Source: an optimization exercise on an open RTL-to-GDS flow (aim: small area and a short achievable clock period). Production flows keep margins and buffers that such runs may drop. Function was not checked in any run shown here: the RTL went through the layout flow alone. Power figures rest on the tool's default switching activity, not on a simulated workload.

==> design.v <==
module cmx_add (
    input [31:0] a,
    input [31:0] b,
    input sub_flag,
    output [31:0] c
  );
  wire signed [15:0] a_real = a[15:0];
  wire signed [15:0] a_img = a[31:16];
  wire signed [15:0] b_real = b[15:0];
  wire signed [15:0] b_img = b[31:16];
  wire [15:0] c_real = (sub_flag)? (a_real - b_real):
       a_real + b_real;
  wire [15:0] c_img = (sub_flag)? (a_img - b_img):
       a_img + b_img;
  assign c = {c_img, c_real};     
endmodule
module bfu_internal(
    input [31:0] a,
    input [31:0] b,
    output [31:0] c_plus,
    output [31:0] c_minus
  );
  cmx_add u0_cmx_add_plus(
    .a(a),
    .b(b),
    .sub_flag(1'h0),
    .c(c_plus)
  );
  cmx_add u1_cmx_add_minus(
    .a(a),
    .b(b),
    .sub_flag(1'h1),
    .c(c_minus)
  );
endmodule
module cmx_mult # (parameter AWIDTH = 16, BWIDTH = 16)
  (
    input clk,
    input reset_n,
    input signed [AWIDTH-1:0]      ar, ai,
    input signed [BWIDTH-1:0]      br, bi,
    output signed [AWIDTH+BWIDTH:0] pr, pi
  );
  reg signed [AWIDTH-1:0] ai_d, ai_dd, ai_ddd, ai_dddd   ;
  reg signed [AWIDTH-1:0] ar_d, ar_dd, ar_ddd, ar_dddd   ;
  reg signed [BWIDTH-1:0] bi_d, bi_dd, bi_ddd, br_d, br_dd, br_ddd ;
  reg signed [AWIDTH:0]  addcommon     ;
  reg signed [BWIDTH:0]  addr, addi     ;
  reg signed [AWIDTH+BWIDTH:0] mult0, multr, multi, pr_int, pi_int  ;
  reg signed [AWIDTH+BWIDTH:0] common, commonr1, commonr2   ;
  always @(posedge clk or negedge reset_n)
  begin
    if (!reset_n)
    begin
      ar_d   <= 'h0;
      ar_dd  <= 'h0;
      ai_d   <= 'h0;
      ai_dd  <= 'h0;
      br_d   <= 'h0;
      br_dd  <= 'h0;
      br_ddd <= 'h0;
      bi_d   <= 'h0;
      bi_dd  <= 'h0;
      bi_ddd <= 'h0;
    end
    else
    begin
      ar_d   <= ar;
      ar_dd  <= ar_d;
      ai_d   <= ai;
      ai_dd  <= ai_d;
      br_d   <= br;
      br_dd  <= br_d;
      br_ddd <= br_dd;
      bi_d   <= bi;
      bi_dd  <= bi_d;
      bi_ddd <= bi_dd;
    end
  end
  always @(posedge clk or negedge reset_n)
  begin
    if (!reset_n)
    begin
      addcommon <= 'h0;
      mult0     <= 'h0;
      common    <= 'h0;
    end
    else
    begin
      addcommon <= ar_d - ai_d;
      mult0     <= addcommon * bi_dd;
      common    <= mult0;
    end
  end
  always @(posedge clk or negedge reset_n)
  begin
    if (!reset_n)
    begin
      ar_ddd   <= 'h0;
      ar_dddd  <= 'h0;
      addr     <= 'h0;
      multr    <= 'h0;
      commonr1 <= 'h0;
      pr_int   <= 'h0;
    end
    else
    begin
      ar_ddd   <= ar_dd;
      ar_dddd  <= ar_ddd;
      addr     <= br_ddd - bi_ddd;
      multr    <= addr * ar_dddd;
      commonr1 <= common;
      pr_int   <= multr + commonr1;
    end
  end
  always @(posedge clk or negedge reset_n)
  begin
    if (!reset_n)
    begin
      ai_ddd   <= 'h0;
      ai_dddd  <= 'h0;
      addi     <= 'h0;
      multi    <= 'h0;
      commonr2 <= 'h0;
      pi_int   <= 'h0;
    end
    else
    begin
      ai_ddd   <= ai_dd;
      ai_dddd  <= ai_ddd;
      addi     <= br_ddd + bi_ddd;
      multi    <= addi * ai_dddd;
      commonr2 <= common;
      pi_int   <= multi + commonr2;
    end
  end
  assign pr = pr_int;
  assign pi = pi_int;
endmodule  
module delay_buffer #(
    parameter  BIT_WIDTH = 32,
    parameter  DELAY_STAGES = 6
  ) (
    input clk,
    input reset_n,
    input [BIT_WIDTH-1:0] buf_in,
    output [BIT_WIDTH-1:0] buf_out
  );
  reg [BIT_WIDTH-1:0] r_stages [0:DELAY_STAGES-1];
  integer  i;
  always @(posedge clk or negedge reset_n)
  begin
    if (!reset_n)
    begin
      for (i=0; i<DELAY_STAGES; i=i+1)
      begin
        r_stages[i] <= 'h0;
      end
    end
    else
    begin
      r_stages[0] <= buf_in;
      for (i=0; i<(DELAY_STAGES-1); i=i+1)
      begin
        r_stages[i+1] <= r_stages[i];
      end
    end
  end
  assign buf_out = r_stages[DELAY_STAGES-1];
endmodule
module rom_async (
	addr,
	data
);
	parameter WIDTH = 8;
	parameter DEPTH = 256;
	parameter INIT_F = "";
	localparam ADDRW = $clog2(DEPTH);
	input wire [ADDRW - 1:0] addr;
	output reg [WIDTH - 1:0] data;
	reg [WIDTH - 1:0] memory [0:DEPTH - 1];
	initial begin
		$readmemh("tw_rom_p_8_st_1_q_8.mem", memory);
	end
	always @(*) data = memory[addr];
endmodule
module tw_rom #(parameter ROM_DEPTH = 4,
                  parameter ROM_WIDTH = 32,
                  parameter ROM_FILE = "tw_rom.mem",
                  parameter A_WIDTH = $clog2(ROM_DEPTH)
                 ) (
                   input [A_WIDTH-1:0] addr,
                   output  signed [15:0] tw_real,
                   output  signed [15:0] tw_img
                 );
  rom_async #(
              .WIDTH(ROM_WIDTH),
              .DEPTH(ROM_DEPTH),
              .INIT_F(ROM_FILE)
            ) tw_rom(
              .addr(addr),
              .data({tw_img, tw_real})
            );
endmodule
module bfu_dif_top
  #(parameter  Q_POINT = 8,
    parameter  TW_ROM_DEPTH = 4,
    parameter ADDR_W = $clog2(TW_ROM_DEPTH),
    parameter TW_ROM_FILE = "tw_rom_p_8_st_1_q_8.mem")
   (
     input clk,
     input reset_n,
     input [31:0] a,
     input [31:0] b,
     input [ADDR_W-1:0] tw_addr,
     output [31:0] c_plus,
     output [31:0] c_minus
   );
  function [11:0] kmul;
    input k;
    input [3:0] n;
    begin
      kmul[0] = (k & ~n[3] & ~n[2] & ~n[1] & n[0]) | (k & ~n[3] & ~n[2] & n[1] & n[0]) | (k & ~n[3] & n[2] & ~n[1] & n[0]) | (k & ~n[3] & n[2] & n[1] & n[0]) | (k & n[3] & ~n[2] & ~n[1] & n[0]) | (k & n[3] & ~n[2] & n[1] & n[0]) | (k & n[3] & n[2] & ~n[1] & n[0]) | (k & n[3] & n[2] & n[1] & n[0]);
      kmul[1] = (k & ~n[3] & ~n[2] & n[1] & ~n[0]) | (k & ~n[3] & ~n[2] & n[1] & n[0]) | (k & ~n[3] & n[2] & n[1] & ~n[0]) | (k & ~n[3] & n[2] & n[1] & n[0]) | (k & n[3] & ~n[2] & n[1] & ~n[0]) | (k & n[3] & ~n[2] & n[1] & n[0]) | (k & n[3] & n[2] & n[1] & ~n[0]) | (k & n[3] & n[2] & n[1] & n[0]);
      kmul[2] = (k & ~n[3] & ~n[2] & ~n[1] & n[0]) | (k & ~n[3] & ~n[2] & n[1] & n[0]) | (k & ~n[3] & n[2] & ~n[1] & ~n[0]) | (k & ~n[3] & n[2] & n[1] & ~n[0]) | (k & n[3] & ~n[2] & ~n[1] & n[0]) | (k & n[3] & ~n[2] & n[1] & n[0]) | (k & n[3] & n[2] & ~n[1] & ~n[0]) | (k & n[3] & n[2] & n[1] & ~n[0]);
      kmul[3] = (k & ~n[3] & ~n[2] & n[1] & ~n[0]) | (k & ~n[3] & ~n[2] & n[1] & n[0]) | (k & ~n[3] & n[2] & ~n[1] & n[0]) | (k & ~n[3] & n[2] & n[1] & ~n[0]) | (k & n[3] & ~n[2] & ~n[1] & ~n[0]) | (k & n[3] & ~n[2] & ~n[1] & n[0]) | (k & n[3] & n[2] & ~n[1] & ~n[0]) | (k & n[3] & n[2] & n[1] & n[0]);
      kmul[4] = (k & ~n[3] & ~n[2] & ~n[1] & n[0]) | (k & ~n[3] & ~n[2] & n[1] & n[0]) | (k & ~n[3] & n[2] & ~n[1] & ~n[0]) | (k & ~n[3] & n[2] & n[1] & ~n[0]) | (k & ~n[3] & n[2] & n[1] & n[0]) | (k & n[3] & ~n[2] & ~n[1] & n[0]) | (k & n[3] & ~n[2] & n[1] & ~n[0]) | (k & n[3] & n[2] & ~n[1] & ~n[0]) | (k & n[3] & n[2] & ~n[1] & n[0]) | (k & n[3] & n[2] & n[1] & n[0]);
      kmul[5] = (k & ~n[3] & ~n[2] & ~n[1] & n[0]) | (k & ~n[3] & ~n[2] & n[1] & ~n[0]) | (k & ~n[3] & n[2] & n[1] & ~n[0]) | (k & ~n[3] & n[2] & n[1] & n[0]) | (k & n[3] & ~n[2] & ~n[1] & ~n[0]) | (k & n[3] & n[2] & ~n[1] & ~n[0]) | (k & n[3] & n[2] & ~n[1] & n[0]) | (k & n[3] & n[2] & n[1] & ~n[0]);
      kmul[6] = (k & ~n[3] & ~n[2] & n[1] & ~n[0]) | (k & ~n[3] & n[2] & ~n[1] & ~n[0]) | (k & ~n[3] & n[2] & n[1] & n[0]) | (k & n[3] & ~n[2] & ~n[1] & n[0]) | (k & n[3] & ~n[2] & n[1] & n[0]) | (k & n[3] & n[2] & ~n[1] & ~n[0]) | (k & n[3] & n[2] & n[1] & ~n[0]);
      kmul[7] = (k & ~n[3] & ~n[2] & ~n[1] & n[0]) | (k & ~n[3] & n[2] & ~n[1] & ~n[0]) | (k & ~n[3] & n[2] & ~n[1] & n[0]) | (k & ~n[3] & n[2] & n[1] & n[0]) | (k & n[3] & ~n[2] & ~n[1] & ~n[0]) | (k & n[3] & ~n[2] & n[1] & n[0]) | (k & n[3] & n[2] & n[1] & ~n[0]) | (k & n[3] & n[2] & n[1] & n[0]);
      kmul[8] = (~k & ~n[3] & ~n[2] & ~n[1] & n[0]) | (~k & ~n[3] & ~n[2] & n[1] & n[0]) | (~k & ~n[3] & n[2] & ~n[1] & n[0]) | (~k & ~n[3] & n[2] & n[1] & n[0]) | (~k & n[3] & ~n[2] & ~n[1] & n[0]) | (~k & n[3] & ~n[2] & n[1] & n[0]) | (~k & n[3] & n[2] & ~n[1] & n[0]) | (~k & n[3] & n[2] & n[1] & n[0]) | (k & ~n[3] & ~n[2] & n[1] & ~n[0]) | (k & ~n[3] & n[2] & ~n[1] & n[0]) | (k & n[3] & ~n[2] & ~n[1] & ~n[0]) | (k & n[3] & ~n[2] & n[1] & ~n[0]) | (k & n[3] & ~n[2] & n[1] & n[0]) | (k & n[3] & n[2] & ~n[1] & n[0]) | (k & n[3] & n[2] & n[1] & ~n[0]);
      kmul[9] = (~k & ~n[3] & ~n[2] & n[1] & ~n[0]) | (~k & ~n[3] & ~n[2] & n[1] & n[0]) | (~k & ~n[3] & n[2] & n[1] & ~n[0]) | (~k & ~n[3] & n[2] & n[1] & n[0]) | (~k & n[3] & ~n[2] & n[1] & ~n[0]) | (~k & n[3] & ~n[2] & n[1] & n[0]) | (~k & n[3] & n[2] & n[1] & ~n[0]) | (~k & n[3] & n[2] & n[1] & n[0]) | (k & ~n[3] & ~n[2] & n[1] & n[0]) | (k & ~n[3] & n[2] & ~n[1] & ~n[0]) | (k & ~n[3] & n[2] & ~n[1] & n[0]) | (k & n[3] & ~n[2] & ~n[1] & n[0]) | (k & n[3] & ~n[2] & n[1] & ~n[0]) | (k & n[3] & ~n[2] & n[1] & n[0]) | (k & n[3] & n[2] & n[1] & n[0]);
      kmul[10] = (~k & ~n[3] & n[2] & ~n[1] & ~n[0]) | (~k & ~n[3] & n[2] & ~n[1] & n[0]) | (~k & ~n[3] & n[2] & n[1] & ~n[0]) | (~k & ~n[3] & n[2] & n[1] & n[0]) | (~k & n[3] & n[2] & ~n[1] & ~n[0]) | (~k & n[3] & n[2] & ~n[1] & n[0]) | (~k & n[3] & n[2] & n[1] & ~n[0]) | (~k & n[3] & n[2] & n[1] & n[0]) | (k & ~n[3] & n[2] & n[1] & ~n[0]) | (k & ~n[3] & n[2] & n[1] & n[0]) | (k & n[3] & ~n[2] & ~n[1] & ~n[0]) | (k & n[3] & ~n[2] & ~n[1] & n[0]) | (k & n[3] & ~n[2] & n[1] & ~n[0]) | (k & n[3] & ~n[2] & n[1] & n[0]);
      kmul[11] = (~k & n[3] & ~n[2] & ~n[1] & ~n[0]) | (~k & n[3] & ~n[2] & ~n[1] & n[0]) | (~k & n[3] & ~n[2] & n[1] & ~n[0]) | (~k & n[3] & ~n[2] & n[1] & n[0]) | (~k & n[3] & n[2] & ~n[1] & ~n[0]) | (~k & n[3] & n[2] & ~n[1] & n[0]) | (~k & n[3] & n[2] & n[1] & ~n[0]) | (~k & n[3] & n[2] & n[1] & n[0]) | (k & n[3] & n[2] & ~n[1] & ~n[0]) | (k & n[3] & n[2] & ~n[1] & n[0]) | (k & n[3] & n[2] & n[1] & ~n[0]) | (k & n[3] & n[2] & n[1] & n[0]);
    end
  endfunction
  function [7:0] kmul_top;
    input k;
    input [1:0] n;
    begin
      kmul_top[0] = (k & ~n[1] & n[0]) | (k & n[1] & n[0]);
      kmul_top[1] = (k & n[1] & ~n[0]) | (k & n[1] & n[0]);
      kmul_top[2] = (k & ~n[1] & n[0]) | (k & n[1] & ~n[0]);
      kmul_top[3] = (k & n[1] & n[0]);
      kmul_top[4] = (k & ~n[1] & n[0]) | (k & n[1] & ~n[0]);
      kmul_top[5] = (k & ~n[1] & n[0]);
      kmul_top[6] = (k & n[1] & n[0]);
      kmul_top[7] = (k & ~n[1] & n[0]) | (k & n[1] & ~n[0]);
    end
  endfunction
  function kmul_c;
    input k;
    input [7:0] n;
    reg [11:0] t0, t1;
    reg [4:0] s;
    begin
      t0 = kmul(k, n[3:0]);
      t1 = kmul(k, n[7:4]);
      s = {1'b0, t1[3:0]} + {1'b0, t0[7:4]};
      kmul_c = s[4];
    end
  endfunction
  function [7:0] kmul_q;
    input k;
    input [7:0] n;
    input c;
    reg [11:0] t0, t1;
    begin
      t0 = kmul(k, n[3:0]);
      t1 = kmul(k, n[7:4]);
      kmul_q = t1[11:4] + {4'd0, t0[11:8]} + {7'd0, c};
    end
  endfunction
  wire [8:0] srL = {1'b0, a[7:0]} + {1'b0, b[7:0]};
  wire [8:0] siL = {1'b0, a[23:16]} + {1'b0, b[23:16]};
  wire [8:0] ndL = {1'b0, b[7:0]} + {1'b0, ~a[7:0]} + {1'b1};
  wire [8:0] diL = {1'b0, a[23:16]} + {1'b0, ~b[23:16]} + {1'b1};
  reg [7:0] sr1, si1, nd1, di1;
  reg csr1, csi1, cnd1, cdi1;
  reg [7:0] arh1, aih1, brh1, bih1;
  reg r1_z2, r1_t3, r1_z0, r1_c;
  reg i1_nz0, i1_nz2, i1_nt3;
  reg k1;
  always @(posedge clk) begin
    sr1 <= srL[7:0]; si1 <= siL[7:0]; nd1 <= ndL[7:0]; di1 <= diL[7:0];
    csr1 <= srL[8]; csi1 <= siL[8]; cnd1 <= ndL[8]; cdi1 <= diL[8];
    arh1 <= a[15:8]; aih1 <= a[31:24]; brh1 <= b[15:8]; bih1 <= b[31:24];
    r1_z2 <= tw_addr == 2'd2; r1_t3 <= tw_addr == 2'd3; r1_z0 <= tw_addr == 2'd0; r1_c <= ~tw_addr[1];
    i1_nz0 <= tw_addr != 2'd0; i1_nz2 <= tw_addr != 2'd2; i1_nt3 <= tw_addr != 2'd3;
    k1 <= tw_addr[0];
  end
  wire [7:0] srH_a = arh1;
  wire [7:0] srH_b = brh1;
  wire srH_p0 = srH_a[0] ^ srH_b[0];
  wire srH_g0 = (srH_a[0] & srH_b[0]) | (csr1 & (srH_a[0] ^ srH_b[0]));
  wire srH_p1 = srH_a[1] ^ srH_b[1];
  wire srH_g1 = srH_a[1] & srH_b[1];
  wire srH_p2 = srH_a[2] ^ srH_b[2];
  wire srH_g2 = srH_a[2] & srH_b[2];
  wire srH_p3 = srH_a[3] ^ srH_b[3];
  wire srH_g3 = srH_a[3] & srH_b[3];
  wire srH_p4 = srH_a[4] ^ srH_b[4];
  wire srH_g4 = srH_a[4] & srH_b[4];
  wire srH_p5 = srH_a[5] ^ srH_b[5];
  wire srH_g5 = srH_a[5] & srH_b[5];
  wire srH_p6 = srH_a[6] ^ srH_b[6];
  wire srH_g6 = srH_a[6] & srH_b[6];
  wire srH_p7 = srH_a[7] ^ srH_b[7];
  wire srH_g7 = srH_a[7] & srH_b[7];
  wire srH_U0_1 = srH_g1 | (srH_p1 & srH_g0);
  wire srH_V0_1 = srH_p1 & srH_p0;
  wire srH_U0_3 = srH_g3 | (srH_p3 & srH_g2);
  wire srH_V0_3 = srH_p3 & srH_p2;
  wire srH_U0_5 = srH_g5 | (srH_p5 & srH_g4);
  wire srH_V0_5 = srH_p5 & srH_p4;
  wire srH_U0_7 = srH_g7 | (srH_p7 & srH_g6);
  wire srH_V0_7 = srH_p7 & srH_p6;
  wire srH_U1_3 = srH_U0_3 | (srH_V0_3 & srH_U0_1);
  wire srH_V1_3 = srH_V0_3 & srH_V0_1;
  wire srH_U1_7 = srH_U0_7 | (srH_V0_7 & srH_U0_5);
  wire srH_V1_7 = srH_V0_7 & srH_V0_5;
  wire srH_U2_7 = srH_U1_7 | (srH_V1_7 & srH_U1_3);
  wire srH_V2_7 = srH_V1_7 & srH_V1_3;
  wire srH_D4_5 = srH_U0_5 | (srH_V0_5 & srH_U1_3);
  wire srH_E4_5 = srH_V0_5 & srH_V1_3;
  wire srH_D5_2 = srH_g2 | (srH_p2 & srH_U0_1);
  wire srH_E5_2 = srH_p2 & srH_V0_1;
  wire srH_D5_4 = srH_g4 | (srH_p4 & srH_U1_3);
  wire srH_E5_4 = srH_p4 & srH_V1_3;
  wire srH_D5_6 = srH_g6 | (srH_p6 & srH_D4_5);
  wire srH_E5_6 = srH_p6 & srH_E4_5;
  wire srH_s0 = srH_p0 ^ csr1;
  wire srH_s1 = srH_p1 ^ srH_g0;
  wire srH_s2 = srH_p2 ^ srH_U0_1;
  wire srH_s3 = srH_p3 ^ srH_D5_2;
  wire srH_s4 = srH_p4 ^ srH_U1_3;
  wire srH_s5 = srH_p5 ^ srH_D5_4;
  wire srH_s6 = srH_p6 ^ srH_D4_5;
  wire srH_s7 = srH_p7 ^ srH_D5_6;
  wire [7:0] srH = {srH_s7, srH_s6, srH_s5, srH_s4, srH_s3, srH_s2, srH_s1, srH_s0};
  wire srH_co = srH_U2_7;
  wire [7:0] siH_a = aih1;
  wire [7:0] siH_b = bih1;
  wire siH_p0 = siH_a[0] ^ siH_b[0];
  wire siH_g0 = (siH_a[0] & siH_b[0]) | (csi1 & (siH_a[0] ^ siH_b[0]));
  wire siH_p1 = siH_a[1] ^ siH_b[1];
  wire siH_g1 = siH_a[1] & siH_b[1];
  wire siH_p2 = siH_a[2] ^ siH_b[2];
  wire siH_g2 = siH_a[2] & siH_b[2];
  wire siH_p3 = siH_a[3] ^ siH_b[3];
  wire siH_g3 = siH_a[3] & siH_b[3];
  wire siH_p4 = siH_a[4] ^ siH_b[4];
  wire siH_g4 = siH_a[4] & siH_b[4];
  wire siH_p5 = siH_a[5] ^ siH_b[5];
  wire siH_g5 = siH_a[5] & siH_b[5];
  wire siH_p6 = siH_a[6] ^ siH_b[6];
  wire siH_g6 = siH_a[6] & siH_b[6];
  wire siH_p7 = siH_a[7] ^ siH_b[7];
  wire siH_g7 = siH_a[7] & siH_b[7];
  wire siH_U0_1 = siH_g1 | (siH_p1 & siH_g0);
  wire siH_V0_1 = siH_p1 & siH_p0;
  wire siH_U0_3 = siH_g3 | (siH_p3 & siH_g2);
  wire siH_V0_3 = siH_p3 & siH_p2;
  wire siH_U0_5 = siH_g5 | (siH_p5 & siH_g4);
  wire siH_V0_5 = siH_p5 & siH_p4;
  wire siH_U0_7 = siH_g7 | (siH_p7 & siH_g6);
  wire siH_V0_7 = siH_p7 & siH_p6;
  wire siH_U1_3 = siH_U0_3 | (siH_V0_3 & siH_U0_1);
  wire siH_V1_3 = siH_V0_3 & siH_V0_1;
  wire siH_U1_7 = siH_U0_7 | (siH_V0_7 & siH_U0_5);
  wire siH_V1_7 = siH_V0_7 & siH_V0_5;
  wire siH_U2_7 = siH_U1_7 | (siH_V1_7 & siH_U1_3);
  wire siH_V2_7 = siH_V1_7 & siH_V1_3;
  wire siH_D4_5 = siH_U0_5 | (siH_V0_5 & siH_U1_3);
  wire siH_E4_5 = siH_V0_5 & siH_V1_3;
  wire siH_D5_2 = siH_g2 | (siH_p2 & siH_U0_1);
  wire siH_E5_2 = siH_p2 & siH_V0_1;
  wire siH_D5_4 = siH_g4 | (siH_p4 & siH_U1_3);
  wire siH_E5_4 = siH_p4 & siH_V1_3;
  wire siH_D5_6 = siH_g6 | (siH_p6 & siH_D4_5);
  wire siH_E5_6 = siH_p6 & siH_E4_5;
  wire siH_s0 = siH_p0 ^ csi1;
  wire siH_s1 = siH_p1 ^ siH_g0;
  wire siH_s2 = siH_p2 ^ siH_U0_1;
  wire siH_s3 = siH_p3 ^ siH_D5_2;
  wire siH_s4 = siH_p4 ^ siH_U1_3;
  wire siH_s5 = siH_p5 ^ siH_D5_4;
  wire siH_s6 = siH_p6 ^ siH_D4_5;
  wire siH_s7 = siH_p7 ^ siH_D5_6;
  wire [7:0] siH = {siH_s7, siH_s6, siH_s5, siH_s4, siH_s3, siH_s2, siH_s1, siH_s0};
  wire siH_co = siH_U2_7;
  wire [7:0] ndH_a = brh1;
  wire [7:0] ndH_b = ~arh1;
  wire ndH_p0 = ndH_a[0] ^ ndH_b[0];
  wire ndH_g0 = (ndH_a[0] & ndH_b[0]) | (cnd1 & (ndH_a[0] ^ ndH_b[0]));
  wire ndH_p1 = ndH_a[1] ^ ndH_b[1];
  wire ndH_g1 = ndH_a[1] & ndH_b[1];
  wire ndH_p2 = ndH_a[2] ^ ndH_b[2];
  wire ndH_g2 = ndH_a[2] & ndH_b[2];
  wire ndH_p3 = ndH_a[3] ^ ndH_b[3];
  wire ndH_g3 = ndH_a[3] & ndH_b[3];
  wire ndH_p4 = ndH_a[4] ^ ndH_b[4];
  wire ndH_g4 = ndH_a[4] & ndH_b[4];
  wire ndH_p5 = ndH_a[5] ^ ndH_b[5];
  wire ndH_g5 = ndH_a[5] & ndH_b[5];
  wire ndH_p6 = ndH_a[6] ^ ndH_b[6];
  wire ndH_g6 = ndH_a[6] & ndH_b[6];
  wire ndH_p7 = ndH_a[7] ^ ndH_b[7];
  wire ndH_g7 = ndH_a[7] & ndH_b[7];
  wire ndH_U0_1 = ndH_g1 | (ndH_p1 & ndH_g0);
  wire ndH_V0_1 = ndH_p1 & ndH_p0;
  wire ndH_U0_3 = ndH_g3 | (ndH_p3 & ndH_g2);
  wire ndH_V0_3 = ndH_p3 & ndH_p2;
  wire ndH_U0_5 = ndH_g5 | (ndH_p5 & ndH_g4);
  wire ndH_V0_5 = ndH_p5 & ndH_p4;
  wire ndH_U0_7 = ndH_g7 | (ndH_p7 & ndH_g6);
  wire ndH_V0_7 = ndH_p7 & ndH_p6;
  wire ndH_U1_3 = ndH_U0_3 | (ndH_V0_3 & ndH_U0_1);
  wire ndH_V1_3 = ndH_V0_3 & ndH_V0_1;
  wire ndH_U1_7 = ndH_U0_7 | (ndH_V0_7 & ndH_U0_5);
  wire ndH_V1_7 = ndH_V0_7 & ndH_V0_5;
  wire ndH_U2_7 = ndH_U1_7 | (ndH_V1_7 & ndH_U1_3);
  wire ndH_V2_7 = ndH_V1_7 & ndH_V1_3;
  wire ndH_D4_5 = ndH_U0_5 | (ndH_V0_5 & ndH_U1_3);
  wire ndH_E4_5 = ndH_V0_5 & ndH_V1_3;
  wire ndH_D5_2 = ndH_g2 | (ndH_p2 & ndH_U0_1);
  wire ndH_E5_2 = ndH_p2 & ndH_V0_1;
  wire ndH_D5_4 = ndH_g4 | (ndH_p4 & ndH_U1_3);
  wire ndH_E5_4 = ndH_p4 & ndH_V1_3;
  wire ndH_D5_6 = ndH_g6 | (ndH_p6 & ndH_D4_5);
  wire ndH_E5_6 = ndH_p6 & ndH_E4_5;
  wire ndH_s0 = ndH_p0 ^ cnd1;
  wire ndH_s1 = ndH_p1 ^ ndH_g0;
  wire ndH_s2 = ndH_p2 ^ ndH_U0_1;
  wire ndH_s3 = ndH_p3 ^ ndH_D5_2;
  wire ndH_s4 = ndH_p4 ^ ndH_U1_3;
  wire ndH_s5 = ndH_p5 ^ ndH_D5_4;
  wire ndH_s6 = ndH_p6 ^ ndH_D4_5;
  wire ndH_s7 = ndH_p7 ^ ndH_D5_6;
  wire [7:0] ndH = {ndH_s7, ndH_s6, ndH_s5, ndH_s4, ndH_s3, ndH_s2, ndH_s1, ndH_s0};
  wire ndH_co = ndH_U2_7;
  wire [7:0] diH_a = aih1;
  wire [7:0] diH_b = ~bih1;
  wire diH_p0 = diH_a[0] ^ diH_b[0];
  wire diH_g0 = (diH_a[0] & diH_b[0]) | (cdi1 & (diH_a[0] ^ diH_b[0]));
  wire diH_p1 = diH_a[1] ^ diH_b[1];
  wire diH_g1 = diH_a[1] & diH_b[1];
  wire diH_p2 = diH_a[2] ^ diH_b[2];
  wire diH_g2 = diH_a[2] & diH_b[2];
  wire diH_p3 = diH_a[3] ^ diH_b[3];
  wire diH_g3 = diH_a[3] & diH_b[3];
  wire diH_p4 = diH_a[4] ^ diH_b[4];
  wire diH_g4 = diH_a[4] & diH_b[4];
  wire diH_p5 = diH_a[5] ^ diH_b[5];
  wire diH_g5 = diH_a[5] & diH_b[5];
  wire diH_p6 = diH_a[6] ^ diH_b[6];
  wire diH_g6 = diH_a[6] & diH_b[6];
  wire diH_p7 = diH_a[7] ^ diH_b[7];
  wire diH_g7 = diH_a[7] & diH_b[7];
  wire diH_U0_1 = diH_g1 | (diH_p1 & diH_g0);
  wire diH_V0_1 = diH_p1 & diH_p0;
  wire diH_U0_3 = diH_g3 | (diH_p3 & diH_g2);
  wire diH_V0_3 = diH_p3 & diH_p2;
  wire diH_U0_5 = diH_g5 | (diH_p5 & diH_g4);
  wire diH_V0_5 = diH_p5 & diH_p4;
  wire diH_U0_7 = diH_g7 | (diH_p7 & diH_g6);
  wire diH_V0_7 = diH_p7 & diH_p6;
  wire diH_U1_3 = diH_U0_3 | (diH_V0_3 & diH_U0_1);
  wire diH_V1_3 = diH_V0_3 & diH_V0_1;
  wire diH_U1_7 = diH_U0_7 | (diH_V0_7 & diH_U0_5);
  wire diH_V1_7 = diH_V0_7 & diH_V0_5;
  wire diH_U2_7 = diH_U1_7 | (diH_V1_7 & diH_U1_3);
  wire diH_V2_7 = diH_V1_7 & diH_V1_3;
  wire diH_D4_5 = diH_U0_5 | (diH_V0_5 & diH_U1_3);
  wire diH_E4_5 = diH_V0_5 & diH_V1_3;
  wire diH_D5_2 = diH_g2 | (diH_p2 & diH_U0_1);
  wire diH_E5_2 = diH_p2 & diH_V0_1;
  wire diH_D5_4 = diH_g4 | (diH_p4 & diH_U1_3);
  wire diH_E5_4 = diH_p4 & diH_V1_3;
  wire diH_D5_6 = diH_g6 | (diH_p6 & diH_D4_5);
  wire diH_E5_6 = diH_p6 & diH_E4_5;
  wire diH_s0 = diH_p0 ^ cdi1;
  wire diH_s1 = diH_p1 ^ diH_g0;
  wire diH_s2 = diH_p2 ^ diH_U0_1;
  wire diH_s3 = diH_p3 ^ diH_D5_2;
  wire diH_s4 = diH_p4 ^ diH_U1_3;
  wire diH_s5 = diH_p5 ^ diH_D5_4;
  wire diH_s6 = diH_p6 ^ diH_D4_5;
  wire diH_s7 = diH_p7 ^ diH_D5_6;
  wire [7:0] diH = {diH_s7, diH_s6, diH_s5, diH_s4, diH_s3, diH_s2, diH_s1, diH_s0};
  wire diH_co = diH_U2_7;
  wire [7:0] xrL = r1_z2 ? 8'd0 : (r1_t3 ? nd1 : ~nd1);
  wire [7:0] yrL = r1_z0 ? 8'd0 : di1;
  wire [7:0] xiL = i1_nz0 ? nd1 : 8'd0;
  wire [7:0] yiL = i1_nz2 ? (i1_nt3 ? di1 : ~di1) : 8'd0;
  wire [8:0] urL = {1'b0, xrL} + {1'b0, yrL} + {r1_c};
  wire [8:0] uiL = {1'b0, xiL} + {1'b0, yiL} + {~i1_nt3};
  reg [31:0] p2;
  reg [7:0] ndh2, dih2, url2, uil2;
  reg cur2, cui2, ndz2;
  reg r2_z2, r2_t3, r2_z0;
  reg i2_nz0, i2_nz2, i2_nt3;
  reg k2, nk2;
  always @(posedge clk) begin
    p2 <= {siH, si1, srH, sr1};
    ndh2 <= ndH; dih2 <= diH;
    url2 <= urL[7:0]; uil2 <= uiL[7:0]; cur2 <= urL[8]; cui2 <= uiL[8];
    ndz2 <= nd1 != 8'd0;
    r2_z2 <= r1_z2; r2_t3 <= r1_t3; r2_z0 <= r1_z0;
    i2_nz0 <= i1_nz0; i2_nz2 <= i1_nz2; i2_nt3 <= i1_nt3;
    k2 <= k1; nk2 <= ~k1;
  end
  wire nd_neg = ndh2[7] & (ndh2[6:0] != 7'd0 | ndz2);
  wire [9:0] ndxH = {{2{nd_neg}}, ndh2};
  wire [9:0] dixH = {{2{dih2[7]}}, dih2};
  wire [9:0] xrH = r2_z2 ? 10'd0 : (r2_t3 ? ndxH : ~ndxH);
  wire [9:0] yrH = r2_z0 ? 10'd0 : dixH;
  wire [9:0] xiH = i2_nz0 ? ndxH : 10'd0;
  wire [9:0] yiH = i2_nz2 ? (i2_nt3 ? dixH : ~dixH) : 10'd0;
  wire [10:0] urH = {1'b0, xrH} + {1'b0, yrH} + {cur2};
  wire [10:0] uiH = {1'b0, xiH} + {1'b0, yiH} + {cui2};
  reg [31:0] p3;
  reg [9:0] urh3, uih3;
  reg [7:0] url3, uil3;
  reg rqc3, iqc3;
  reg k3, nk3;
  always @(posedge clk) begin
    p3 <= p2;
    urh3 <= urH[9:0]; uih3 <= uiH[9:0];
    url3 <= url2; uil3 <= uil2;
    rqc3 <= kmul_c(k2, url2); iqc3 <= kmul_c(~nk2, uil2);
    k3 <= k2; nk3 <= nk2;
  end
  reg [31:0] p4;
  reg [9:0] urh4, uih4;
  reg [7:0] rq4, iq4;
  reg k4, nk4;
  always @(posedge clk) begin
    p4 <= p3;
    urh4 <= urh3; uih4 <= uih3;
    rq4 <= kmul_q(k3, url3, rqc3); iq4 <= kmul_q(~nk3, uil3, iqc3);
    k4 <= k3; nk4 <= nk3;
  end
  wire [11:0] rT2 = kmul(k4, urh4[3:0]), rT3 = kmul(k4, urh4[7:4]);
  wire [7:0] rT4 = kmul_top(k4, urh4[9:8]);
  wire rb_cs0 = rq4[0] ^ rT2[0] ^ 1'b0;
  wire rb_cc0 = (rq4[0] & rT2[0]) | (rq4[0] & 1'b0) | (rT2[0] & 1'b0);
  wire rb_cs1 = rq4[1] ^ rT2[1] ^ 1'b0;
  wire rb_cc1 = (rq4[1] & rT2[1]) | (rq4[1] & 1'b0) | (rT2[1] & 1'b0);
  wire rb_cs2 = rq4[2] ^ rT2[2] ^ 1'b0;
  wire rb_cc2 = (rq4[2] & rT2[2]) | (rq4[2] & 1'b0) | (rT2[2] & 1'b0);
  wire rb_cs3 = rq4[3] ^ rT2[3] ^ 1'b0;
  wire rb_cc3 = (rq4[3] & rT2[3]) | (rq4[3] & 1'b0) | (rT2[3] & 1'b0);
  wire rb_cs4 = rq4[4] ^ rT2[4] ^ rT3[0];
  wire rb_cc4 = (rq4[4] & rT2[4]) | (rq4[4] & rT3[0]) | (rT2[4] & rT3[0]);
  wire rb_cs5 = rq4[5] ^ rT2[5] ^ rT3[1];
  wire rb_cc5 = (rq4[5] & rT2[5]) | (rq4[5] & rT3[1]) | (rT2[5] & rT3[1]);
  wire rb_cs6 = rq4[6] ^ rT2[6] ^ rT3[2];
  wire rb_cc6 = (rq4[6] & rT2[6]) | (rq4[6] & rT3[2]) | (rT2[6] & rT3[2]);
  wire rb_cs7 = rq4[7] ^ rT2[7] ^ rT3[3];
  wire rb_cc7 = (rq4[7] & rT2[7]) | (rq4[7] & rT3[3]) | (rT2[7] & rT3[3]);
  wire [7:0] rbS = {rb_cs7, rb_cs6, rb_cs5, rb_cs4, rb_cs3, rb_cs2, rb_cs1, rb_cs0};
  wire [7:0] rbC = {rb_cc6, rb_cc5, rb_cc4, rb_cc3, rb_cc2, rb_cc1, rb_cc0, 1'b0};
  wire [8:0] rsb = {1'b0, rbS} + {1'b0, rbC};
  wire [7:0] rsbv = rsb[7:0];
  wire rcba = rsb[8], rcbb = rb_cc7;
  wire rc_cs0 = rT2[8] ^ rT3[4] ^ rT4[0];
  wire rc_cc0 = (rT2[8] & rT3[4]) | (rT2[8] & rT4[0]) | (rT3[4] & rT4[0]);
  wire rc_cs1 = rT2[9] ^ rT3[5] ^ rT4[1];
  wire rc_cc1 = (rT2[9] & rT3[5]) | (rT2[9] & rT4[1]) | (rT3[5] & rT4[1]);
  wire rc_cs2 = rT2[10] ^ rT3[6] ^ rT4[2];
  wire rc_cc2 = (rT2[10] & rT3[6]) | (rT2[10] & rT4[2]) | (rT3[6] & rT4[2]);
  wire rc_cs3 = rT2[11] ^ rT3[7] ^ rT4[3];
  wire rc_cc3 = (rT2[11] & rT3[7]) | (rT2[11] & rT4[3]) | (rT3[7] & rT4[3]);
  wire rc_cs4 = 1'b0 ^ rT3[8] ^ rT4[4];
  wire rc_cc4 = (1'b0 & rT3[8]) | (1'b0 & rT4[4]) | (rT3[8] & rT4[4]);
  wire rc_cs5 = 1'b0 ^ rT3[9] ^ rT4[5];
  wire rc_cc5 = (1'b0 & rT3[9]) | (1'b0 & rT4[5]) | (rT3[9] & rT4[5]);
  wire rc_cs6 = 1'b0 ^ rT3[10] ^ rT4[6];
  wire rc_cc6 = (1'b0 & rT3[10]) | (1'b0 & rT4[6]) | (rT3[10] & rT4[6]);
  wire rc_cs7 = 1'b0 ^ rT3[11] ^ rT4[7];
  wire rc_cc7 = (1'b0 & rT3[11]) | (1'b0 & rT4[7]) | (rT3[11] & rT4[7]);
  wire [7:0] rcS = {rc_cs7, rc_cs6, rc_cs5, rc_cs4, rc_cs3, rc_cs2, rc_cs1, rc_cs0};
  wire [6:0] rcC = {rc_cc6, rc_cc5, rc_cc4, rc_cc3, rc_cc2, rc_cc1, rc_cc0};
  wire [11:0] iT2 = kmul(~nk4, uih4[3:0]), iT3 = kmul(~nk4, uih4[7:4]);
  wire [7:0] iT4 = kmul_top(~nk4, uih4[9:8]);
  wire ib_cs0 = iq4[0] ^ iT2[0] ^ 1'b0;
  wire ib_cc0 = (iq4[0] & iT2[0]) | (iq4[0] & 1'b0) | (iT2[0] & 1'b0);
  wire ib_cs1 = iq4[1] ^ iT2[1] ^ 1'b0;
  wire ib_cc1 = (iq4[1] & iT2[1]) | (iq4[1] & 1'b0) | (iT2[1] & 1'b0);
  wire ib_cs2 = iq4[2] ^ iT2[2] ^ 1'b0;
  wire ib_cc2 = (iq4[2] & iT2[2]) | (iq4[2] & 1'b0) | (iT2[2] & 1'b0);
  wire ib_cs3 = iq4[3] ^ iT2[3] ^ 1'b0;
  wire ib_cc3 = (iq4[3] & iT2[3]) | (iq4[3] & 1'b0) | (iT2[3] & 1'b0);
  wire ib_cs4 = iq4[4] ^ iT2[4] ^ iT3[0];
  wire ib_cc4 = (iq4[4] & iT2[4]) | (iq4[4] & iT3[0]) | (iT2[4] & iT3[0]);
  wire ib_cs5 = iq4[5] ^ iT2[5] ^ iT3[1];
  wire ib_cc5 = (iq4[5] & iT2[5]) | (iq4[5] & iT3[1]) | (iT2[5] & iT3[1]);
  wire ib_cs6 = iq4[6] ^ iT2[6] ^ iT3[2];
  wire ib_cc6 = (iq4[6] & iT2[6]) | (iq4[6] & iT3[2]) | (iT2[6] & iT3[2]);
  wire ib_cs7 = iq4[7] ^ iT2[7] ^ iT3[3];
  wire ib_cc7 = (iq4[7] & iT2[7]) | (iq4[7] & iT3[3]) | (iT2[7] & iT3[3]);
  wire [7:0] ibS = {ib_cs7, ib_cs6, ib_cs5, ib_cs4, ib_cs3, ib_cs2, ib_cs1, ib_cs0};
  wire [7:0] ibC = {ib_cc6, ib_cc5, ib_cc4, ib_cc3, ib_cc2, ib_cc1, ib_cc0, 1'b0};
  wire [8:0] isb = {1'b0, ibS} + {1'b0, ibC};
  wire [7:0] isbv = isb[7:0];
  wire icba = isb[8], icbb = ib_cc7;
  wire ic_cs0 = iT2[8] ^ iT3[4] ^ iT4[0];
  wire ic_cc0 = (iT2[8] & iT3[4]) | (iT2[8] & iT4[0]) | (iT3[4] & iT4[0]);
  wire ic_cs1 = iT2[9] ^ iT3[5] ^ iT4[1];
  wire ic_cc1 = (iT2[9] & iT3[5]) | (iT2[9] & iT4[1]) | (iT3[5] & iT4[1]);
  wire ic_cs2 = iT2[10] ^ iT3[6] ^ iT4[2];
  wire ic_cc2 = (iT2[10] & iT3[6]) | (iT2[10] & iT4[2]) | (iT3[6] & iT4[2]);
  wire ic_cs3 = iT2[11] ^ iT3[7] ^ iT4[3];
  wire ic_cc3 = (iT2[11] & iT3[7]) | (iT2[11] & iT4[3]) | (iT3[7] & iT4[3]);
  wire ic_cs4 = 1'b0 ^ iT3[8] ^ iT4[4];
  wire ic_cc4 = (1'b0 & iT3[8]) | (1'b0 & iT4[4]) | (iT3[8] & iT4[4]);
  wire ic_cs5 = 1'b0 ^ iT3[9] ^ iT4[5];
  wire ic_cc5 = (1'b0 & iT3[9]) | (1'b0 & iT4[5]) | (iT3[9] & iT4[5]);
  wire ic_cs6 = 1'b0 ^ iT3[10] ^ iT4[6];
  wire ic_cc6 = (1'b0 & iT3[10]) | (1'b0 & iT4[6]) | (iT3[10] & iT4[6]);
  wire ic_cs7 = 1'b0 ^ iT3[11] ^ iT4[7];
  wire ic_cc7 = (1'b0 & iT3[11]) | (1'b0 & iT4[7]) | (iT3[11] & iT4[7]);
  wire [7:0] icS = {ic_cs7, ic_cs6, ic_cs5, ic_cs4, ic_cs3, ic_cs2, ic_cs1, ic_cs0};
  wire [6:0] icC = {ic_cc6, ic_cc5, ic_cc4, ic_cc3, ic_cc2, ic_cc1, ic_cc0};
  reg [31:0] p5;
  reg [7:0] rb5, ib5, rs5, is5;
  reg [6:0] rk5, ik5;
  reg rc5a, rc5b, ic5a, ic5b;
  always @(posedge clk) begin
    p5 <= p4;
    rb5 <= rsbv; ib5 <= isbv; rs5 <= rcS; is5 <= icS; rk5 <= rcC; ik5 <= icC;
    rc5a <= rcba; rc5b <= rcbb; ic5a <= icba; ic5b <= icbb;
  end
  wire [7:0] rfin_a = rs5;
  wire [7:0] rfin_b = {rk5, rc5a};
  wire rfin_p0 = rfin_a[0] ^ rfin_b[0];
  wire rfin_g0 = (rfin_a[0] & rfin_b[0]) | (rc5b & (rfin_a[0] ^ rfin_b[0]));
  wire rfin_p1 = rfin_a[1] ^ rfin_b[1];
  wire rfin_g1 = rfin_a[1] & rfin_b[1];
  wire rfin_p2 = rfin_a[2] ^ rfin_b[2];
  wire rfin_g2 = rfin_a[2] & rfin_b[2];
  wire rfin_p3 = rfin_a[3] ^ rfin_b[3];
  wire rfin_g3 = rfin_a[3] & rfin_b[3];
  wire rfin_p4 = rfin_a[4] ^ rfin_b[4];
  wire rfin_g4 = rfin_a[4] & rfin_b[4];
  wire rfin_p5 = rfin_a[5] ^ rfin_b[5];
  wire rfin_g5 = rfin_a[5] & rfin_b[5];
  wire rfin_p6 = rfin_a[6] ^ rfin_b[6];
  wire rfin_g6 = rfin_a[6] & rfin_b[6];
  wire rfin_p7 = rfin_a[7] ^ rfin_b[7];
  wire rfin_g7 = rfin_a[7] & rfin_b[7];
  wire rfin_U0_1 = rfin_g1 | (rfin_p1 & rfin_g0);
  wire rfin_V0_1 = rfin_p1 & rfin_p0;
  wire rfin_U0_3 = rfin_g3 | (rfin_p3 & rfin_g2);
  wire rfin_V0_3 = rfin_p3 & rfin_p2;
  wire rfin_U0_5 = rfin_g5 | (rfin_p5 & rfin_g4);
  wire rfin_V0_5 = rfin_p5 & rfin_p4;
  wire rfin_U0_7 = rfin_g7 | (rfin_p7 & rfin_g6);
  wire rfin_V0_7 = rfin_p7 & rfin_p6;
  wire rfin_U1_3 = rfin_U0_3 | (rfin_V0_3 & rfin_U0_1);
  wire rfin_V1_3 = rfin_V0_3 & rfin_V0_1;
  wire rfin_U1_7 = rfin_U0_7 | (rfin_V0_7 & rfin_U0_5);
  wire rfin_V1_7 = rfin_V0_7 & rfin_V0_5;
  wire rfin_U2_7 = rfin_U1_7 | (rfin_V1_7 & rfin_U1_3);
  wire rfin_V2_7 = rfin_V1_7 & rfin_V1_3;
  wire rfin_D4_5 = rfin_U0_5 | (rfin_V0_5 & rfin_U1_3);
  wire rfin_E4_5 = rfin_V0_5 & rfin_V1_3;
  wire rfin_D5_2 = rfin_g2 | (rfin_p2 & rfin_U0_1);
  wire rfin_E5_2 = rfin_p2 & rfin_V0_1;
  wire rfin_D5_4 = rfin_g4 | (rfin_p4 & rfin_U1_3);
  wire rfin_E5_4 = rfin_p4 & rfin_V1_3;
  wire rfin_D5_6 = rfin_g6 | (rfin_p6 & rfin_D4_5);
  wire rfin_E5_6 = rfin_p6 & rfin_E4_5;
  wire rfin_s0 = rfin_p0 ^ rc5b;
  wire rfin_s1 = rfin_p1 ^ rfin_g0;
  wire rfin_s2 = rfin_p2 ^ rfin_U0_1;
  wire rfin_s3 = rfin_p3 ^ rfin_D5_2;
  wire rfin_s4 = rfin_p4 ^ rfin_U1_3;
  wire rfin_s5 = rfin_p5 ^ rfin_D5_4;
  wire rfin_s6 = rfin_p6 ^ rfin_D4_5;
  wire rfin_s7 = rfin_p7 ^ rfin_D5_6;
  wire [7:0] rfin = {rfin_s7, rfin_s6, rfin_s5, rfin_s4, rfin_s3, rfin_s2, rfin_s1, rfin_s0};
  wire rfin_co = rfin_U2_7;
  wire [7:0] ifin_a = is5;
  wire [7:0] ifin_b = {ik5, ic5a};
  wire ifin_p0 = ifin_a[0] ^ ifin_b[0];
  wire ifin_g0 = (ifin_a[0] & ifin_b[0]) | (ic5b & (ifin_a[0] ^ ifin_b[0]));
  wire ifin_p1 = ifin_a[1] ^ ifin_b[1];
  wire ifin_g1 = ifin_a[1] & ifin_b[1];
  wire ifin_p2 = ifin_a[2] ^ ifin_b[2];
  wire ifin_g2 = ifin_a[2] & ifin_b[2];
  wire ifin_p3 = ifin_a[3] ^ ifin_b[3];
  wire ifin_g3 = ifin_a[3] & ifin_b[3];
  wire ifin_p4 = ifin_a[4] ^ ifin_b[4];
  wire ifin_g4 = ifin_a[4] & ifin_b[4];
  wire ifin_p5 = ifin_a[5] ^ ifin_b[5];
  wire ifin_g5 = ifin_a[5] & ifin_b[5];
  wire ifin_p6 = ifin_a[6] ^ ifin_b[6];
  wire ifin_g6 = ifin_a[6] & ifin_b[6];
  wire ifin_p7 = ifin_a[7] ^ ifin_b[7];
  wire ifin_g7 = ifin_a[7] & ifin_b[7];
  wire ifin_U0_1 = ifin_g1 | (ifin_p1 & ifin_g0);
  wire ifin_V0_1 = ifin_p1 & ifin_p0;
  wire ifin_U0_3 = ifin_g3 | (ifin_p3 & ifin_g2);
  wire ifin_V0_3 = ifin_p3 & ifin_p2;
  wire ifin_U0_5 = ifin_g5 | (ifin_p5 & ifin_g4);
  wire ifin_V0_5 = ifin_p5 & ifin_p4;
  wire ifin_U0_7 = ifin_g7 | (ifin_p7 & ifin_g6);
  wire ifin_V0_7 = ifin_p7 & ifin_p6;
  wire ifin_U1_3 = ifin_U0_3 | (ifin_V0_3 & ifin_U0_1);
  wire ifin_V1_3 = ifin_V0_3 & ifin_V0_1;
  wire ifin_U1_7 = ifin_U0_7 | (ifin_V0_7 & ifin_U0_5);
  wire ifin_V1_7 = ifin_V0_7 & ifin_V0_5;
  wire ifin_U2_7 = ifin_U1_7 | (ifin_V1_7 & ifin_U1_3);
  wire ifin_V2_7 = ifin_V1_7 & ifin_V1_3;
  wire ifin_D4_5 = ifin_U0_5 | (ifin_V0_5 & ifin_U1_3);
  wire ifin_E4_5 = ifin_V0_5 & ifin_V1_3;
  wire ifin_D5_2 = ifin_g2 | (ifin_p2 & ifin_U0_1);
  wire ifin_E5_2 = ifin_p2 & ifin_V0_1;
  wire ifin_D5_4 = ifin_g4 | (ifin_p4 & ifin_U1_3);
  wire ifin_E5_4 = ifin_p4 & ifin_V1_3;
  wire ifin_D5_6 = ifin_g6 | (ifin_p6 & ifin_D4_5);
  wire ifin_E5_6 = ifin_p6 & ifin_E4_5;
  wire ifin_s0 = ifin_p0 ^ ic5b;
  wire ifin_s1 = ifin_p1 ^ ifin_g0;
  wire ifin_s2 = ifin_p2 ^ ifin_U0_1;
  wire ifin_s3 = ifin_p3 ^ ifin_D5_2;
  wire ifin_s4 = ifin_p4 ^ ifin_U1_3;
  wire ifin_s5 = ifin_p5 ^ ifin_D5_4;
  wire ifin_s6 = ifin_p6 ^ ifin_D4_5;
  wire ifin_s7 = ifin_p7 ^ ifin_D5_6;
  wire [7:0] ifin = {ifin_s7, ifin_s6, ifin_s5, ifin_s4, ifin_s3, ifin_s2, ifin_s1, ifin_s0};
  wire ifin_co = ifin_U2_7;
  reg [31:0] p6, m6;
  always @(posedge clk) begin
    p6 <= p5;
    m6 <= {ifin, ib5, rfin, rb5};
  end
  assign c_plus = p6;
  assign c_minus = m6;
endmodule
==> tw_rom_p_8_st_1_q_8.mem <==
00000100
FF4B00B5
FF000000
FF4BFF4B
==> flow/run.sh <==
#!/bin/bash
# Standard layout, with the ports buffered by buf_2 cells instead of the
# cell buffer_ports picks by default, and a clock tree with larger sink
# clusters and no dummy loads. Each ORFS step logs under orfs/logs/.
set -euo pipefail
bash standard.sh BUFFER_PORTS_ARGS="-buffer_cell sky130_fd_sc_hd__buf_2" \
  CTS_ARGS="-sink_clustering_enable -repair_clock_nets -dont_use_dummy_load -sink_clustering_size 30 -sink_clustering_max_diameter 80" \
  finish > standard.log 2>&1
==> standard.sh <==
#!/bin/bash
# synth_recipe.tcl (not shown) runs the flow's synth.tcl, then flattens the netlist and writes it again
# the make line also repeats each setting of config.mk as NAME=value (left out here)
make -C /OpenROAD-flow-scripts/flow DESIGN_CONFIG=/design/flow/config.mk WORK_HOME=/design/flow/orfs CLKGATE_MAP_FILE= SYNTH_SCRIPT=/design/flow/synth_recipe.tcl "${@:-finish}"
==> config.mk <==
export PLATFORM = sky130hd
export DESIGN_NAME = bfu_dif_top
export DESIGN_NICKNAME = bfu_dif_top
export VERILOG_FILES = /design/flow/design.v
export SDC_FILE = /design/flow/constraint.sdc
export NUM_CORES = 4
export LEC_CHECK = 0
export CAP_MARGIN = 20
export CORE_MARGIN = 2
export CORE_UTILIZATION = 40
export SETUP_SLACK_MARGIN = 4.0
export SLEW_MARGIN = 20
==> constraint.sdc <==
create_clock -name core_clock -period 6.5 [get_ports {clk}]
set_input_delay 1.3000 -clock core_clock [delete_from_list [all_inputs] [get_ports {clk}]]
set_output_delay 1.3000 -clock core_clock [all_outputs]
set_load 0.01 [all_outputs]
==> impl_metrics.toml, run 1 <==
[status]
status = "complete, no violations"

[worst_hold_path]
hold_start = "p2[17]$_DFF_P_"
whs_path_depth = 0
worstHoldPathType = "flip-flop to flip-flop"
hold_path_end = "p3[17]$_DFF_P_"

[global_routing]
grt_max_degree = 34
antenna_found_initial = 1
gr-usage-all-layers = 0.134
grt_remaining_overflow = 0
grt_pass1_vias = 10700
grt_pass1_wl_um = 50400

[setup_path]
r2r_end = "rq4[6]$_DFF_P_"
path_max_fanout = 3
startpoint = "url3[6]$_DFF_P_"
arrival_ps = 3090
r2r_start = "url3[6]$_DFF_P_"
end_kind = "flip-flop"
critPathRequiredTime_ps = 6980
ff2ff_setup_slack_ps = 3890
worst_setup_path_start_kind = "flip-flop"
reg2reg_depth = 13
crit_type = "flip-flop to flip-flop"

[power_and_ir_drop]
power.total_mw = 9.60
powerDensity_nw_per_um2 = 477
power_leakage_nw = 9.07
max-vdd-ir-drop_uv = 246

[clock_tree]
clkSinkCount = 437
clk-insertion-delay-late_ps = 580
clockBufferDepth = 3
numCtsBuffers = 24
cts_hold_buf = 0
clk_pin_slew_worst_paths_ps = 100
root_buffer = "clkbuf_16"
cts_htree_levels = 1
cts_tree = "built"

[synth]
synth_area_um2 = 17400
synth_ff_type = "dfxtp_1"
netlist_instances = 1634
synthDominantCellAreaShare = 0.502
synth_area_leaders = "dfxtp_1 (50%), ha_1 (9.0%), fa_1 (7.4%)"
synth_cell_types = 66
avgSynthCellArea_um2 = 10.7
synth_top_cell_by_area = "dfxtp_1"
synth_edf_count = 0
ys_seq_elements = 437
yosysSeqAreaShare = 0.502
yosysWarnings = 1
synth_nets = 1892
synthArstFlopShare = 0

[timing]
fmax_ghz = 0.383
min_period_ps = 2610
final-setup-viol-count = 0
hold_viol = 0
worstMarginPinSlew_ps = 657
setup_tns_ps = 0
relSlewSlack = 0.551
rsz0062_at_grt = "yes"
drv_slew = 0
min_period_over_period = 0.402
skew_ps = 67.6

[floorplan]
die_area_um2 = 45200
core_um2 = 43100
io-pin-count = 132
std_cell_rows = 76
start_util = 0.404
die_y_um = 213
die_w_um = 213

[routing]
vias = 10900
viasPerCell = 4.60
drt_wl_total_um = 30100
routedWlPerCell_um = 12.7
drt_iter0_markers = 353
drt_first_pass_iters = 5
postRouteAntennaNets = 0
drc = 0

[layout]
n_antenna_cell = 0
drive_above_1_share = 0.185
nets = 2043
syn_to_final_growth_pct = 15.4

[run]
max_cap_violations = 0

[placement]
dp_hpwl_um = 22400
place.gp.congestion = 0.838
io_buffers = 130
==> sequential cells by signal (all words and copies together) (netlist names), 10 cells and up <==
register  cells
m6           32
p2           32
p3           32
p4           32
p5           32
p6           32
uih3         10
uih4         10
urh3         10
urh4         10
==> cell usage after synthesis, types with 5 or more instances <==
| master | count |
|---|---|
| nor2_1 | 113 |
| fa_1 | 64 |
| o221ai_1 | 8 |
| o21ai_1 | 19 |
| nand3_1 | 8 |
| nand2_1 | 78 |
| a22o_1 | 6 |
| clkbuf_1 | 38 |
| a211oi_1 | 13 |
| nor4_1 | 9 |
| ha_1 | 126 |
| o21bai_1 | 25 |
| a2111oi_0 | 5 |
| xnor2_1 | 92 |
| nor3b_1 | 6 |
| buf_1 | 5 |
| nand2b_1 | 25 |
| nor3_1 | 19 |
| o211ai_1 | 6 |
| o21ai_0 | 54 |
| and2_1 | 38 |
| o22ai_1 | 6 |
| a21oi_1 | 86 |
| a21o_1 | 29 |
| o21a_1 | 14 |
| xor2_1 | 50 |
| dfxtp_1 | 437 |
| inv_1 | 133 |
| nor2b_1 | 61 |
==> final cells by class <==
class                   count  area, um^2
multi-input cells        1012        8400
repair buffers            171         973
fillers                  4039       23000
well taps                 585         732
clock buffers              24         601
flip-flops and latches    437        8850
inverters                 139         556
==> routing by layer <==
layer | vias up | track usage | wire length (um)
met5 | - | 0 | 0
met1 | 5027 | 0.174 | 13900
met4 | 0 | 0.0309 | 663
met3 | 44 | 0.0279 | 1450
li1 | 5645 | - | -
met2 | 173 | 0.230 | 14100
==> power by group <==
part | switching [mW] | total, mW | internal [mW] | leakage (nW)
clock | 0.788 | 1.44 | 0.655 | 0.296
sequential | 0.606 | 4.21 | 3.60 | 3.69
combinational | 1.99 | 3.94 | 1.95 | 5.08
==> worst max-delay path by stage <==
| stage | endpoint | slack, ps |
|---|---|---|
| 2_1_floorplan | rq4[6]$_DFF_P_ | 3820 |
| 3_3_place_gp | rq4[6]$_DFF_P_ | 3350 |
| 3_5_place_dp | rq4[6]$_DFF_P_ | 3270 |
| 4_1_cts | rq4[6]$_DFF_P_ | 3830 |
| 5_1_grt | rq4[5]$_DFF_P_ | 3780 |
| 6_report | rq4[6]$_DFF_P_ | 3890 |
==> cells in the final DEF (no fill, tap or decap), drive strengths merged, types with 3 or more instances in the layout <==
cell type / count
a2111oi: 5
a211o: 3
a211oi: 14
a21boi: 3
a21o: 29
a21oi: 86
a22o: 6
and2: 38
buf: 171
clkbuf: 24
dfxtp: 437
fa: 64
ha: 126
inv: 138
maj3: 3
mux2i: 3
nand2: 78
nand2b: 25
nand3: 8
nor2: 113
nor2b: 61
nor3: 19
nor3b: 6
nor4: 9
o211a: 4
o211ai: 6
o21a: 14
o21ai: 74
o21bai: 25
o221ai: 8
o22ai: 6
o31ai: 3
or2: 4
xnor2: 92
xor2: 50
==> critical path, stage by stage, from the launching register on <==
cell and delay (ps):
dfxtp_4 340, nand2b_4 140, or2_4 250, o21ai_2 60, nor2_1 50, o21a_1 190
fa_2 370, fa_2 380, a21o_1 170, a21oi_2 140, buf_4 140, o221ai_1 90
o41ai_1 90, a21o_1 130
==> cell families (layout without fill, tap and decap cells) <==
| logic type | count (synthesis) | count (layout) | share of synthesized area |
|---|---|---|---|
| compound gates | 305 | 305 | 0.114 |
| simple gates | 368 | 368 | 0.104 |
| fa+ha+maj | 193 | 193 | 0.166 |
| mux | 4 | 4 | 0.00237 |
| flops | 437 | 437 | 0.502 |
| xor+xnor | 142 | 142 | 0.0714 |
| buf+inv | 185 | 334 | 0.0406 |
==> per-stage QoR <==
step                      std cells   util  area [um^2]  setup slack (ps)  hold WS (ps)
after floorplan                1634      -        17600              3820           310
after global placement         2303  0.436        18800              3350           309
after detailed placement       2303  0.436        18800              3270           312
after CTS                      2354  0.459        19800              3830           298
after global routing           2368  0.467        20100              3780           297
final                          2368  0.467        20100              3890           295
==> repair_timing <==
action,in CTS,in global routing
setup endpoints to repair,25,19
resized for setup,61,65
pin swaps,17,26
setup buffers,27,14
==> inputs of run 2 (changes only) <==
==> flow/run.sh (replaced) <==
#!/bin/bash
# Standard layout, with the ports buffered by buf_1 cells instead of the
# cell buffer_ports picks by default, and a clock tree with larger sink
# clusters and no dummy loads. Each ORFS step logs under orfs/logs/.
set -euo pipefail
bash standard.sh BUFFER_PORTS_ARGS="-buffer_cell sky130_fd_sc_hd__buf_1" \
  CTS_ARGS="-sink_clustering_enable -repair_clock_nets -dont_use_dummy_load -sink_clustering_size 30 -sink_clustering_max_diameter 80" \
  finish > standard.log 2>&1
==> impl_metrics.toml, run 2 <==
[timing]
setup_tns_ps = 0
hold_viol = 0
min_period_ps = 2670
fin_ws_ps = 3830
fmax_ghz = 0.374
skew_ps = 103
min_period_over_period = 0.411
final-setup-viol-count = 0
worstMarginPinSlew_ps = 650
relSlewSlack = 0.556
rsz0062_at_grt = "yes"
drv_slew = 0

[setup_path]
arrival_ps = 3110
r2r_start = "url3[6]$_DFF_P_"
crit_slowest_cell = "fa_2"
slowest_delay_ps = 370
r2r_end = "rq4[6]$_DFF_P_"
critPathRequiredTime_ps = 6930
crit_type = "flip-flop to flip-flop"
ff2ff_setup_slack_ps = 3830
end_kind = "flip-flop"
worst_setup_path_start_kind = "flip-flop"
reg2reg_depth = 13
crit_buf_inv = 0
cp_cell_sequence = "nand2b_4 -> or2_4 -> o21ai_2 -> nor2_1 -> o21a_1 -> fa_2 -> fa_2 -> a21o_1 -> a21oi_2 -> o21ai_1 -> nand3_1 -> o21ai_1 -> a21o_1"
critical_path.top_delay_family = "compound AO/OA/AOI/OAI gates"
path_max_fanout = 3

[synth]
synth_top_cell_by_area = "dfxtp_1"
synthTopCellsByCount = "dfxtp_1 (437), inv_1 (133), ha_1 (126)"
synth_cell_types = 66
netlist_instances = 1634
synthArstFlopShare = 0
post-synth-top-count-cell = "dfxtp_1"
synth_area_um2 = 17400
ys_seq_elements = 437
synth_nets = 1892
synthDominantCellAreaShare = 0.502
synth_area_leaders = "dfxtp_1 (50%), ha_1 (9.0%), fa_1 (7.4%)"
avgSynthCellArea_um2 = 10.7
synth_ff_type = "dfxtp_1"
yosysWarnings = 1
synth_edf_count = 0
yosysSeqAreaShare = 0.502

[clock_tree]
clkSinkCount = 437
clk-insertion-delay-late_ps = 590
clockBufferDepth = 3
cts_tree = "built"
cts_hold_buf = 0
root_buffer = "clkbuf_16"
cts_htree_levels = 1
numCtsBuffers = 26
clk_pin_slew_worst_paths_ps = 100

[power_and_ir_drop]
max-vdd-ir-drop_uv = 229
powerDensity_nw_per_um2 = 480
power_leakage_nw = 8.71

[routing]
drt_first_pass_iters = 4
vias = 10800
viasPerCell = 4.56
drt_iter0_markers = 332
drt_wl_total_um = 30000
postRouteAntennaNets = 0
drc = 0
routedWlPerCell_um = 12.7

[global_routing]
grt_remaining_overflow = 0
grt_pass1_wl_um = 49500
grt_pass1_vias = 10600
gr-usage-all-layers = 0.132
grt_max_degree = 34
antenna_found_initial = 0

[floorplan]
die_y_um = 213
io-pin-count = 132
start_util = 0.404
die_area_um2 = 45200
die_w_um = 213
core_um2 = 43100
std_cell_rows = 76

[layout]
n_antenna_cell = 0
drive_above_1_share = 0.111
stdcell_area_um2 = 19900
final_cell_mix = "dfxtp_1 (403), buf_1 (128), inv_1 (126), ha_1 (117), nor2_1 (110)"
syn_to_final_growth_pct = 14.5
fin_util = 0.463
layout_commonest_cell = "dfxtp_1"
nets = 2045

[placement]
dp_slack_ps = 3280
place_area_um2 = 18600
place.gp.congestion = 0.841
dp_hpwl_um = 22200
io_buffers = 130

[worst_hold_path]
whs_path_depth = 0
worstHoldPathType = "flip-flop to flip-flop"
hold_start = "p3[19]$_DFF_P_"
hold_path_end = "p4[19]$_DFF_P_"

[status]
status = "complete, no violations"

[run]
max_cap_violations = 0
## run 2: cell counts after synthesis
Identical to the previous run, type by type.
## run 2: worst max-delay path by stage
stage | to | from | slack (ps) | depth (start not counted)
after global placement | sr1[6]$_DFF_P_ | b[0] | 3330 | 10
after CTS | rq4[6]$_DFF_P_ | url3[6]$_DFF_P_ | 3770 | 13
after detailed placement | rq4[6]$_DFF_P_ | url3[7]$_DFF_P_ | 3280 | 13
after global routing | rq4[6]$_DFF_P_ | url3[6]$_DFF_P_ | 3730 | 13
final | rq4[6]$_DFF_P_ | url3[6]$_DFF_P_ | 3830 | 13
after floorplan | rq4[6]$_DFF_P_ | url3[7]$_DFF_P_ | 3820 | 13
## run 2: metrics by stage
step | hold slack, ps | total power [mW] | std cells
finish | 301 | 9.57 | 2370
global route | 305 | 10.4 | 2370
CTS | 303 | 9.39 | 2346
detailed placement | 312 | 7.69 | 2303
global placement | 310 | 7.59 | 2303
floorplan | 310 | 6.82 | 1634
## run 2: per-layer routing
| layer | track usage | share of wire | routed length, um |
|---|---|---|---|
| met5 | 0 | 0 | 0 |
| met4 | 0.0352 | 0.024 | 722 |
| met3 | 0.0243 | 0.040 | 1210 |
| met2 | 0.222 | 0.46 | 13900 |
| met1 | 0.174 | 0.47 | 14200 |
## run 2: final cells by class
class	count	area (um^2)
Fill cell	4036	23100
Sequential cell	437	8840
Multi-Input combinational cell	1012	8350
Timing Repair Buffer	171	806
Tap cell	585	732
Clock buffer	26	651
Inverter	139	564
## run 2: power breakdown
group          internal, mW  total (mW)  switching [mW]
sequential             3.60        4.21           0.613
combinational          1.87        3.85            1.98
clock                 0.706        1.51           0.805
total                  6.17        9.57            3.40
## run 2: cells by family after synthesis
family	after synthesis	share of synthesized area
AND/OR/NAND/NOR	368	0.104
AO/OA/AOI/OAI	305	0.114
flip-flops	437	0.502
multiplexers	4	0.00237
XOR/XNOR	142	0.0714
adder cells (fa/ha/maj)	193	0.166
buffers and inverters	185	0.0406
## run 2: repair_timing
action / in CTS / in global routing
buffers inserted: 17 / 24
pin swaps: 12 / 29
setup endpoints to repair: 29 / 23
gates resized for setup: 55 / 63

## afterwards: timing with drivers on the ports
The results above use ideal ports. As a check the final layouts listed here were re-extracted and re-timed, cells and wires unchanged. Step 1 (the two cells are an assumption about what drives the block):
set clk [get_ports {clk}]
set_driving_cell -lib_cell sky130_fd_sc_hd__clkbuf_16 $clk
set_driving_cell -lib_cell sky130_fd_sc_hd__buf_2 [delete_from_list [all_inputs] $clk]
Step 2 times the ports against the registers' clock, not the clock port: input delays grow and output delays shrink by t, the midpoint of the rising clock arrivals with the driver on. Slacks: no drivers / after step 1 / after step 2; pairs: no drivers / after step 1.
run | t (ns) | slack for setup (ns) | worst setup path after step 2
run 1 | 0.595 | 3.888 / 3.888 / 3.527 | input to register
run 2 | 0.599 | 3.826 / 3.826 / 3.550 | input to register
After both steps every run listed still meets setup and hold. For run 1, which loses most, drivers alone change the setup slack by 0.000 ns; drivers and shift together by -0.361 ns.
